This is an optimization exercise on Yosys and OpenROAD, whose aim is small area and a short achievable clock period, not a production implementation.
Only simulation tests tie the RTL to the original design; equivalence was not proved.
Power is estimated from default activity; no workload was simulated.

## job 101
// fpu
module fpu (
    input  wire        clk,
    input  wire        rst_n,
    input  wire [31:0] rs1_data,
    input  wire [31:0] rs2_data,
    input  wire [31:0] rs3_data,
    input  wire [6:0]  funct7,
    input  wire [2:0]  funct3,
    input  wire        fp_op,
    input  wire [2:0]  frm,
    output reg  [31:0] result,
    output wire [4:0]  flags,
    output wire        ready,
    output wire [2:0]  latency
);
    wire [4:0] opc    = funct7[6:2];
    wire is_add       = (opc == 5'b00000);
    wire is_sub       = (opc == 5'b00001);
    wire is_mul       = (opc == 5'b00010);
    wire is_fma       = (opc == 5'b10000);
    wire addsub       = is_add | is_sub;
    assign latency = addsub ? 3'd4 : is_mul ? 3'd5 : 3'd6;
    wire [7:0] e1 = rs1_data[30:23];
    wire [7:0] e2 = rs2_data[30:23];
    wire [7:0] e3 = rs3_data[30:23];
    wire f1nz = |rs1_data[22:0];
    wire f2nz = |rs2_data[22:0];
    wire f3nz = |rs3_data[22:0];
    wire e1z = (e1 == 8'd0), e1m = (e1 == 8'hFF);
    wire e2z = (e2 == 8'd0), e2m = (e2 == 8'hFF);
    wire e3z = (e3 == 8'd0), e3m = (e3 == 8'hFF);
    wire h1 = ~e1z & (~e1m | f1nz);
    wire h2 = ~e2z & (~e2m | f2nz);
    wire h3 = ~e3z & (~e3m | f3nz);
  ...
Size: roughly 5,800 cells after synthesis, roughly 150 I/O pins.
export LEC_CHECK = 0
export ABC_AREA = 1
export CAP_MARGIN = 20
export CORE_MARGIN = 2
export CORE_UTILIZATION = 60
export CTS_BUF_LIST = sky130_fd_sc_hd__clkbuf_4 sky130_fd_sc_hd__clkbuf_8
export CTS_CLUSTER_SIZE = 30
export SETUP_SLACK_MARGIN = 4.4
export SLEW_MARGIN = 20
create_clock -name core_clock -period 8.5 [get_ports {clk}]
run.sh (not shown) runs the stock make flow with config.mk's settings and CLKGATE_MAP_FILE= SYNTH_SCRIPT=/design/flow/synth_recipe.tcl, a recipe that flattens the netlist after the stock synthesis.
Job 101: PASS, flow complete, no timing, DRC or antenna violations
> inputs changed (job 101 -> job 102)
-- flow/config.mk --
<<< job 101, line 12
export CTS_BUF_LIST = sky130_fd_sc_hd__clkbuf_4 sky130_fd_sc_hd__clkbuf_8
>>> job 102, line 12
<<< job 101, line 14
export SETUP_SLACK_MARGIN = 4.4
>>> job 102, line 13
export SETUP_SLACK_MARGIN = 3.9
### Flow results
- Job 102 vs job 101, critical path's slowest cell: sky130_fd_sc_hd__clkdlybuf4s50_1 vs sky130_fd_sc_hd__nor4_4
- Compared with job 101, job 102 shows a lower latest clock arrival within the worst-skew pair.
- Delta (job 102 minus job 101): total of fill cells in the finished design +3.1%, final RePlAce weighted congestion climbed 0.0092, global-route wire length before repair essentially unchanged, power lost 0.25 mW, pre-CTS setup slack fell by 0.015 ns.
- Taking job 101 as the reference point, the sequential share of layout area of job 102 rises by 0.38 points.
- Compared with job 101, job 102 shows a lower design area.
- Taking job 101 as the reference, in job 102 count of vias placed by the detailed router now smaller, worst setup slack now smaller.
- Between job 102 and job 101, the share of power burned in the clock network is higher for job 102.
The following lists how job 103 was set up differently from job 102:
-- flow/config.mk --
<<< job 102, line 11
export CORE_UTILIZATION = 60
>>> job 103, line 11
export CORE_UTILIZATION = 70
<<< job 102, line 13
export SETUP_SLACK_MARGIN = 3.9
>>> job 103, line 13
export SETUP_SLACK_MARGIN = 4.4
Notes after the runs:
Job 103 finished every stage and its layout cleared the timing, DRC and antenna checks.
Job 102 finished all stages; the layout is clean.
Job 103 vs. job 102: met1 usage in global routing rose by 4.4 points; non-clock buffer count +33; design area increased by 1.4% relative to the old numbers.
The internal power summed over all cells in job 103 sits about 1.3% above the value recorded for job 102.
Higher layout cell share with drive strength beyond 1 among job 103 and job 102: job 103
First element of the critical path: funct7[4] -> job 103, funct7[2] -> job 102
On proportion of power drawn by combinational gates: between job 103 and job 102, it ends up higher for job 103.
Job 103 vs job 102 — number of clock-tree buffers in the layout dropped by a few percent
On power: job 103 sits above job 102.
Summary — critical path depth, job 103 relative to job 102: higher, by 3.
[compare] base=job 102 new=job 103: clock edge transition at the registers on the reported setup and hold paths shows an increase of 0.02 ns; portion of total power attributed to sequential cells fell 0.9 points.

[what the ideal ports hide]
Ports are ideal in the flow. The routed layouts listed here were re-timed in OpenROAD.
Step 1 assumes that a clkbuf_16 drives the clock port and a buf_2 every other input.
Step 2, shift: input delay + t, output delay - t, t = (earliest + latest rising clock arrival at the registers) / 2. This alone moves slack from input paths to output paths.
Slacks: ideal / step 1 / step 2; pairs: ideal / step 1.
run	t (ns)	setup WS [ns]	clock arrival spread, ns
job 101	0.740	4.324 / 4.291 / 3.924	0.033 / 0.033
job 102	0.689	3.997 / 3.974 / 3.624	0.025 / 0.025
job 103	0.705	4.347 / 4.316 / 3.860	0.048 / 0.048
After both steps setup and hold are still met in every run listed. For job 103, which loses most, drivers alone change the setup slack by -0.031 ns; drivers and shift together by -0.487 ns.
